From an optimization exercise on the open Yosys and OpenROAD flow, aimed at small area, a short achievable clock period and few clock cycles; shortcuts taken in it are not production practice. RTL that was checked went through simulation tests only; none was proved equivalent to the original. No activity file was given, so power comes from the tool's default toggle rates.

Setup of the previous run:
## day02_core
module day02_core #(
    parameter N_ADDR_BITS = 16
) (
    input  wire                 clk,
    input  wire                 rst,
    input  wire [7:0]           rom_data,
    input  wire                 rom_valid,
    output reg  [N_ADDR_BITS:0] rom_addr,
    output wire [63:0]          part1_result,
    output wire [63:0]          part2_result,
    output reg                  done
);
    reg rst_q;
    reg  [5:0]  rq;         
    reg         vq;         
    reg         hold;       
    reg  [5:0]  skid;
    reg         in_b;       
    reg         eot;        
    reg  [4:0]  dc;         
    reg  [35:0] pdig;       
    reg  [35:0] hist;       
    reg  [9:1]  dec;        
    reg  [9:1]  gt;         
    reg         qa;         
    reg         pm;         
    wire        is_dig = rq[4];
    wire [3:0]  dig    = rq[3:0];
    wire        more   = rq[5];    
    reg         qv;         
    reg  [4:0]  qd;
    reg  [35:0] qp;
    reg  [2:0]  qf;
    reg         qb;
    reg         qpair;      
    reg  [2:0]  qskip;
    reg         busy;
    reg  [4:0]  cd;         
    reg  [35:0] cp;         
    reg  [2:0]  cf;         
    reg         cb;         
    reg         cpair;      
    reg  [2:0]  cskip;      
    reg  [1:0]  t;          
    reg         ph;         
    reg  [3:0]  i;          
    reg  [3:0]  jr;         
    reg  [3:0]  pdq;        
    reg         kp1;        
    reg         kp21;       
    reg  [64:0] r;
    reg  [29:0] pb;         
    reg         bprev;      
  ...
Size: ~4,200 cells after synthesis, about 160 I/O pins, roughly 33,000 sq um of cells after synthesis.
==> flow/config.mk <==
export PLATFORM = sky130hd
export DESIGN_NAME = day02_core
export DESIGN_NICKNAME = day02_core
export VERILOG_FILES = /design/flow/design.v
export SDC_FILE = /design/flow/constraint.sdc
export NUM_CORES = 8
export LEC_CHECK = 0
export ABC_AREA = 1
export CAP_MARGIN = 20
export CORE_MARGIN = 2
export CORE_UTILIZATION = 65
export CTS_CLUSTER_DIAMETER = 100
export CTS_CLUSTER_SIZE = 20
export PLACE_DENSITY = 0.75
export SLEW_MARGIN = 20
==> flow/constraint.sdc <==
create_clock -name core_clock -period 60.0 [get_ports {clk}]
set_input_delay 12.0000 -clock core_clock [delete_from_list [all_inputs] [get_ports {clk}]]
set_output_delay 12.0000 -clock core_clock [all_outputs]
set_load 0.01 [all_outputs]
standard.sh (not shown) runs the stock make flow with config.mk's settings and CLKGATE_MAP_FILE= SYNTH_SCRIPT=/design/flow/synth_recipe.tcl, a recipe that flattens the netlist after the stock synthesis.
==> flow/flow/run.sh <==
#!/bin/bash
# The standard layout (standard.sh), with two changes:
#  - after the standard synthesis, OpenROAD's restructure re-maps the logic
#    between the registers for area (flow/restructure.tcl), with a copy of the
#    platform library that leaves out its don't-use cells (flow/filter_lib.py);
#  - buf_2 cells as the port buffers.
# Each tool's output goes to its own log in this folder.
set -eo pipefail
export BUFFER_PORTS_ARGS="-buffer_cell sky130_fd_sc_hd__buf_2"
bash standard.sh synth > standard_synth.log 2>&1
export RESULTS=$PWD/orfs/results/sky130hd/day02_core/base
export LIB=$FLOW_HOME/platforms/sky130hd/lib/sky130_fd_sc_hd__tt_025C_1v80.lib
export LIB_RS=$PWD/restructure_lib.lib
python3 flow/filter_lib.py "$LIB" "$LIB_RS" '*__lpflow_*' '*__probe*' '*__fill_*' \
    '*__dlygate*' '*__dlymetal*' '*__clkdly*' > filter_lib.log 2>&1
mkdir -p restructure_work
export WORK=$PWD/restructure_work
openroad -no_init -exit flow/restructure.tcl > restructure.log 2>&1
bash standard.sh > standard.log 2>&1
==> flow/flow/filter_lib.py <==
#!/usr/bin/env python3
# Writes a copy of a liberty file without the cells whose names match the given
# glob patterns (the platform's don't-use cells), for restructure/ABC.
import sys, fnmatch
src, dst, pats = sys.argv[1], sys.argv[2], sys.argv[3:]
text = open(src).read()
out = []
pos = 0
while True:
    i = text.find('cell (', pos)
    if i < 0:
        out.append(text[pos:])
        break
    # start of the line holding the cell group
    ls = text.rfind('\n', 0, i) + 1
    name = text[i + 6:text.find(')', i)].strip().strip('"')
    j = text.find('{', i)
    depth, k = 1, j + 1
    while depth:
        c = text[k]
        if c == '{':
            depth += 1
        elif c == '}':
            depth -= 1
        k += 1
    out.append(text[pos:ls])
    if not any(fnmatch.fnmatch(name, p) for p in pats):
        out.append(text[ls:k])
    pos = k
open(dst, 'w').write(''.join(out))
==> flow/flow/restructure.tcl <==
# Area recovery on the synthesized netlist: OpenROAD's restructure re-maps the
# combinational logic between registers with ABC (the registers are untouched).
# ABC maps to $::env(LIB_RS), the platform library less its don't-use cells.
set results $::env(RESULTS)
read_db $results/1_synth.odb
read_liberty $::env(LIB)
read_sdc $results/1_synth.sdc
report_design_area
restructure -liberty_file $::env(LIB_RS) -target area \
    -tielo_port sky130_fd_sc_hd__conb_1/LO -tiehi_port sky130_fd_sc_hd__conb_1/HI \
    -work_dir $::env(WORK)
report_design_area
write_db $results/1_synth.odb
The previous run reached the end of the flow, and the finished layout is clean on the timing, DRC and antenna checks.
Testbench counts of the previous run, summed over its fixed seeds: cycles 35,727.
Changes in the current run relative to the previous run:
-- flow/design.v --
<<< the previous run, line 289
    wire b2_two = (bw2 == 3'b011) || (bw2 == 3'b100);
    wire b2_neg = bw2[2];
    wire blast  = (pb[29:5] == 25'd0);         
    wire p0     = busy && !ph && (t != 2'd3);
    wire p1     = busy && ph;
    wire kc     = busy && !ph && (t == 2'd3);  
    wire mrg    = eot && !busy && !qv && !done;
    wire fold1  = p1 && !b2_on && half_t && kp1;
    wire fold21 = p1 && !b2_on && !half_t && kp21;
    wire kc1    = kc && kp1;
    wire kc21   = kc && !kp1;
>>> the current run, line 289
    wire b2_two = (bw2 == 3'b011) || (bw2 == 3'b100);
    wire b2_neg = bw2[2];
    wire blast  = (pb[29:3] == 27'd0);         
    wire p0     = busy && !ph && (t != 2'd3);
    wire p1     = busy && ph;
    wire kc     = busy && !ph && (t == 2'd3);  
    wire mrg    = eot && !busy && !qv && !done;
    wire fold1  = p1 && half_t && kp1;
    wire fold21 = p1 && !half_t && kp21;
    wire kc1    = kc && kp1;
    wire kc21   = kc && !kp1;
<<< the previous run, line 321
    wire [64:0] oa   = p0 ? r << 3 : (to1 ? acc1 : accx);
    wire [64:0] kv   = (fold1 || kc1) ? k1 : k21;
    wire        ub2  = p1 && b2_on;
    wire        ubn  = kon ? !cb : (ub2 && (b2_neg ^ !sg));
    wire [64:0] ob   = p0 ? r << 1 : ub2 ? (b2_two ? r << 5 : r << 4) :
>>> the current run, line 321
    wire [64:0] oa   = p0 ? r << 3 : (to1 ? acc1 : accx);
    wire [64:0] kv   = (fold1 || kc1) ? k1 : k21;
    wire        ub2  = 1'b0;
    wire        ubn  = kon ? !cb : (ub2 && (b2_neg ^ !sg));
    wire [64:0] ob   = p0 ? r << 1 : ub2 ? (b2_two ? r << 5 : r << 4) :
<<< the previous run, line 341
        rst_q <= rst;
        hist  <= {hist[31:0], dig};
        r     <= p0 ? sum : (p1 && !blast) ? (r << 6) : 65'd0;
        pb    <= p0 ? ((jl && cpair) ? 30'd2 : pbn) : (p1 && !blast) ? (pb >> 6) : 30'd0;
        bprev <= p1 && pb[5];
        if (rst) begin
            rom_addr <= 0;
>>> the current run, line 341
        rst_q <= rst;
        hist  <= {hist[31:0], dig};
        r     <= p0 ? sum : (p1 && !blast) ? (r << 4) : 65'd0;
        pb    <= p0 ? ((jl && cpair) ? 30'd2 : pbn) : (p1 && !blast) ? (pb >> 4) : 30'd0;
        bprev <= p1 && pb[3];
        if (rst) begin
            rom_addr <= 0;
Results
- Sort the current run and the previous run by power attributed to combinational cells, ascending, and the previous run comes first.
- When the current run is measured against the previous run, its reported leakage power turns out 0.00020 uW higher.
- Taking the previous run as the reference, in the current run clock period minus worst slack grew by 0.021 ns; core region area shrank by 820 sq um.
- On hold slack: between the current run and the previous run, it ends up higher for the previous run.
- The current run against the previous run; largest net degree at the start of global routing is up by more than half.
- Going from the previous run to the current run, area after synthesis shrank slightly.
- Looking at internal power summed over all cells across both flows, the current run is the weaker of the two, with the previous run ahead.
- From the previous run to the current run the numbers moved as follows: number of fill cells went down by 142; maximum frequency neither gained nor lost much; number of buffers inserted for hold repair after clock tree synthesis was more or less identical.
Only the layout flow was run in the current run; the RTL was not checked for function there.

---

## before
Another version of the RTL of day02_core (not shown whole).
For scale: roughly 4300 cells after synthesis, about 160 I/O pins, roughly 0.034 sq mm of cells after synthesis.
## day02_core
module day02_core #(
    parameter N_ADDR_BITS = 16
) (
    input  wire                 clk,
    input  wire                 rst,
    input  wire [7:0]           rom_data,
    input  wire                 rom_valid,
    output reg  [N_ADDR_BITS:0] rom_addr,
    output wire [63:0]          part1_result,
    output wire [63:0]          part2_result,
    output reg                  done
);
==> flow/config.mk <==
export PLATFORM = sky130hd
export DESIGN_NAME = day02_core
export DESIGN_NICKNAME = day02_core
export VERILOG_FILES = /design/flow/design.v
export SDC_FILE = /design/flow/constraint.sdc
export NUM_CORES = 8
export LEC_CHECK = 0
export ABC_AREA = 1
export CAP_MARGIN = 20
export CORE_MARGIN = 2
export CORE_UTILIZATION = 40
export SLEW_MARGIN = 20
==> flow/constraint.sdc <==
create_clock -name core_clock -period 60.0 [get_ports {clk}]
set_input_delay 12.0000 -clock core_clock [delete_from_list [all_inputs] [get_ports {clk}]]
set_output_delay 12.0000 -clock core_clock [all_outputs]
set_load 0.01 [all_outputs]
Scripts as last shown in full above: flow/flow/run.sh, flow/flow/filter_lib.py, flow/flow/restructure.tcl
Testbench counts of before, summed over its fixed seeds: cycles 35,727.
Input-level comparison between after and before:
diff --git a/flow/design.v b/flow/design.v
--- a/flow/design.v
+++ b/flow/design.v
@@ -282,25 +282,25 @@
     wire b0_two = (bw0 == 3'b011) || (bw0 == 3'b100);
     wire b0_neg = bw0[2];
     wire b1_on  = (bw1 != 3'b000) && (bw1 != 3'b111);
     wire b1_two = (bw1 == 3'b011) || (bw1 == 3'b100);
     wire b1_neg = bw1[2];
     wire [2:0] bw2 = pb[5:3];
     wire b2_on  = (bw2 != 3'b000) && (bw2 != 3'b111);
     wire b2_two = (bw2 == 3'b011) || (bw2 == 3'b100);
     wire b2_neg = bw2[2];
-    wire blast  = (pb[30:5] == 26'd0);         
+    wire blast  = (pb[30:3] == 28'd0);         
     wire p0     = busy && !ph && (t != 2'd3);
     wire p1     = busy && ph;
     wire kc     = busy && !ph && (t == 2'd3);  
     wire mrg    = eot && !busy && !qv && !done;
-    wire fold1  = p1 && !b2_on && half_t && kp1;
-    wire fold21 = p1 && !b2_on && !half_t && kp21;
+    wire fold1  = p1 && half_t && kp1;
+    wire fold21 = p1 && !half_t && kp21;
     wire kc1    = kc && kp1;
     wire kc21   = kc && !kp1;
     wire kp1_n  = kp1 && !fold1 && !kc1;
     wire kp21_n = kp21 && !fold21 && !kc21;
     wire to1    = (p1 && half_t) || kc1;
     wire last_cyc = (p1 && blast && last_t && !kp1_n && !kp21_n) || (kc && !(kp1_n || kp21_n));
     wire cready   = !busy || last_cyc;
     wire sep     = vq && !is_dig && !eot;
     wire pairok  = qa && in_b && pm && (dc == qd);
@@ -315,19 +315,19 @@
     wire        kon  = fold1 || fold21 || kc;
     wire        uc   = p0 ? c_on  : (p1 && b1_on);
     wire        ucs  = p0 ? c_sh  : b1_two;
     wire        ucn  = p1 && (b1_neg ^ !sg);
     wire        ud   = p0 ? d_on  : (p1 && b0_on);
     wire        uds  = p0 ? d_sh  : b0_two;
     wire        udn  = p0 ? d_neg : (b0_neg ^ !sg);
     wire [64:0] oa   = p0 ? (first ? 65'd0 : r << 3) : (to1 ? acc1 : accx);
     wire [64:0] kv   = (fold1 || kc1) ? k1 : k21;
-    wire        ub2  = p1 && b2_on;
+    wire        ub2  = 1'b0;
     wire        ubn  = kon ? !cb : (ub2 && (b2_neg ^ !sg));
     wire [64:0] ob   = p0 ? (first ? 65'd0 : r << 1) : ub2 ? (b2_two ? r << 5 : r << 4) :
                        kon ? kv : mrg ? acc1 : 65'd0;
     wire [64:0] oc   = uc ? (ucs ? xv << 3 : xv << 2) : 65'd0;
     wire [64:0] od   = ud ? (uds ? xv << 1 : xv) : 65'd0;
     wire        ncn  = uc && ucn;
     wire        ndn  = ud && udn;
     wire [64:0] sum;
     range_summer #(.W(65)) u_add (
@@ -336,21 +336,21 @@
     wire [30:0] pbm = first ? 31'd0 : pb;
     wire [30:0] pbn;
     range_summer #(.W(31)) u_pb (
         .a(pbm << 3), .b(pbm << 1), .c({27'd0, pdq}), .d(31'd0),
         .ci0(1'b0), .ci1(1'b0), .ci2(1'b0), .s(pbn));
     integer li;
     always @(posedge clk) begin
         rst_q <= rst;
         hist  <= {hist[31:0], dig};
-        r     <= p1 ? (r << 6) : sum;
-        pb    <= p1 ? (pb >> 6) : (p0 && jl && cpair) ? 31'd2 : pbn;
-        bprev <= p1 && pb[5];
+        r     <= p1 ? (r << 4) : sum;
+        pb    <= p1 ? (pb >> 4) : (p0 && jl && cpair) ? 31'd2 : pbn;
+        bprev <= p1 && pb[3];
         if (rst) begin
             rom_addr <= 0;
         end else if (rst_q) begin
             rom_addr <= 1;
         end else if (!vq || (!eot && (is_dig || take))) begin
             rom_addr <= rom_addr + 1'b1;
         end
         if (rst_q) begin
             qa   <= 1'b0;
### Flow results
- after finished every step from synthesis to the final layout, and the layout passed the timing, DRC and antenna checks.
- after vs. before: power dissipated in sequential cells dropped about 1%, core utilization comparable.
- From before to after the numbers moved as follows: height of the chip fell 1.2%; worst setup slack rose 72 ps; power share of the clock group rose 0.8 points.
- Wire length on met2 (higher): before
- Higher worst-path maximum fanout was reported by after, not before.
- after contains fewer vias than before.
- NOTE: detailed route wirelength on metal3 in after exceeds that of before
- after vs. before: initial antenna violation count decreased 2, final clock period utilization by the worst path neither gained nor lost much, number of max-slew violations in the final report did not really move, shortest period the worst path allows -72 ps.
For after, only the layout was checked, not whether the RTL still works.

afterwards: timing with drivers on the ports:
The results above use ideal ports. As a check the final layouts listed here were re-extracted and re-timed, cells and wires unchanged. Step 1 (the two cells are an assumption about what drives the block):
set clk [get_ports {clk}]
set_driving_cell -lib_cell sky130_fd_sc_hd__clkbuf_16 $clk
set_driving_cell -lib_cell sky130_fd_sc_hd__buf_2 [delete_from_list [all_inputs] $clk]
Step 2 times the ports against the registers' clock, not the clock port: input delays grow and output delays shrink by t, the midpoint of the rising clock arrivals with the driver on. Slacks: ideal / step 1 / step 2; pairs: ideal / step 1.
| run | shift t [ns] | setup slack, ns | clock arrival spread, ns |
|---|---|---|---|
| the previous run | 0.696 | 46.627 / 46.565 / 47.182 | 0.025 / 0.026 |
| the current run | 0.699 | 46.606 / 46.541 / 47.144 | 0.027 / 0.027 |
| before | 0.715 | 46.636 / 46.571 / 47.144 | 0.048 / 0.048 |
| after | 0.720 | 46.708 / 46.641 / 47.172 | 0.032 / 0.032 |
After both steps setup and hold are still met in every run listed.
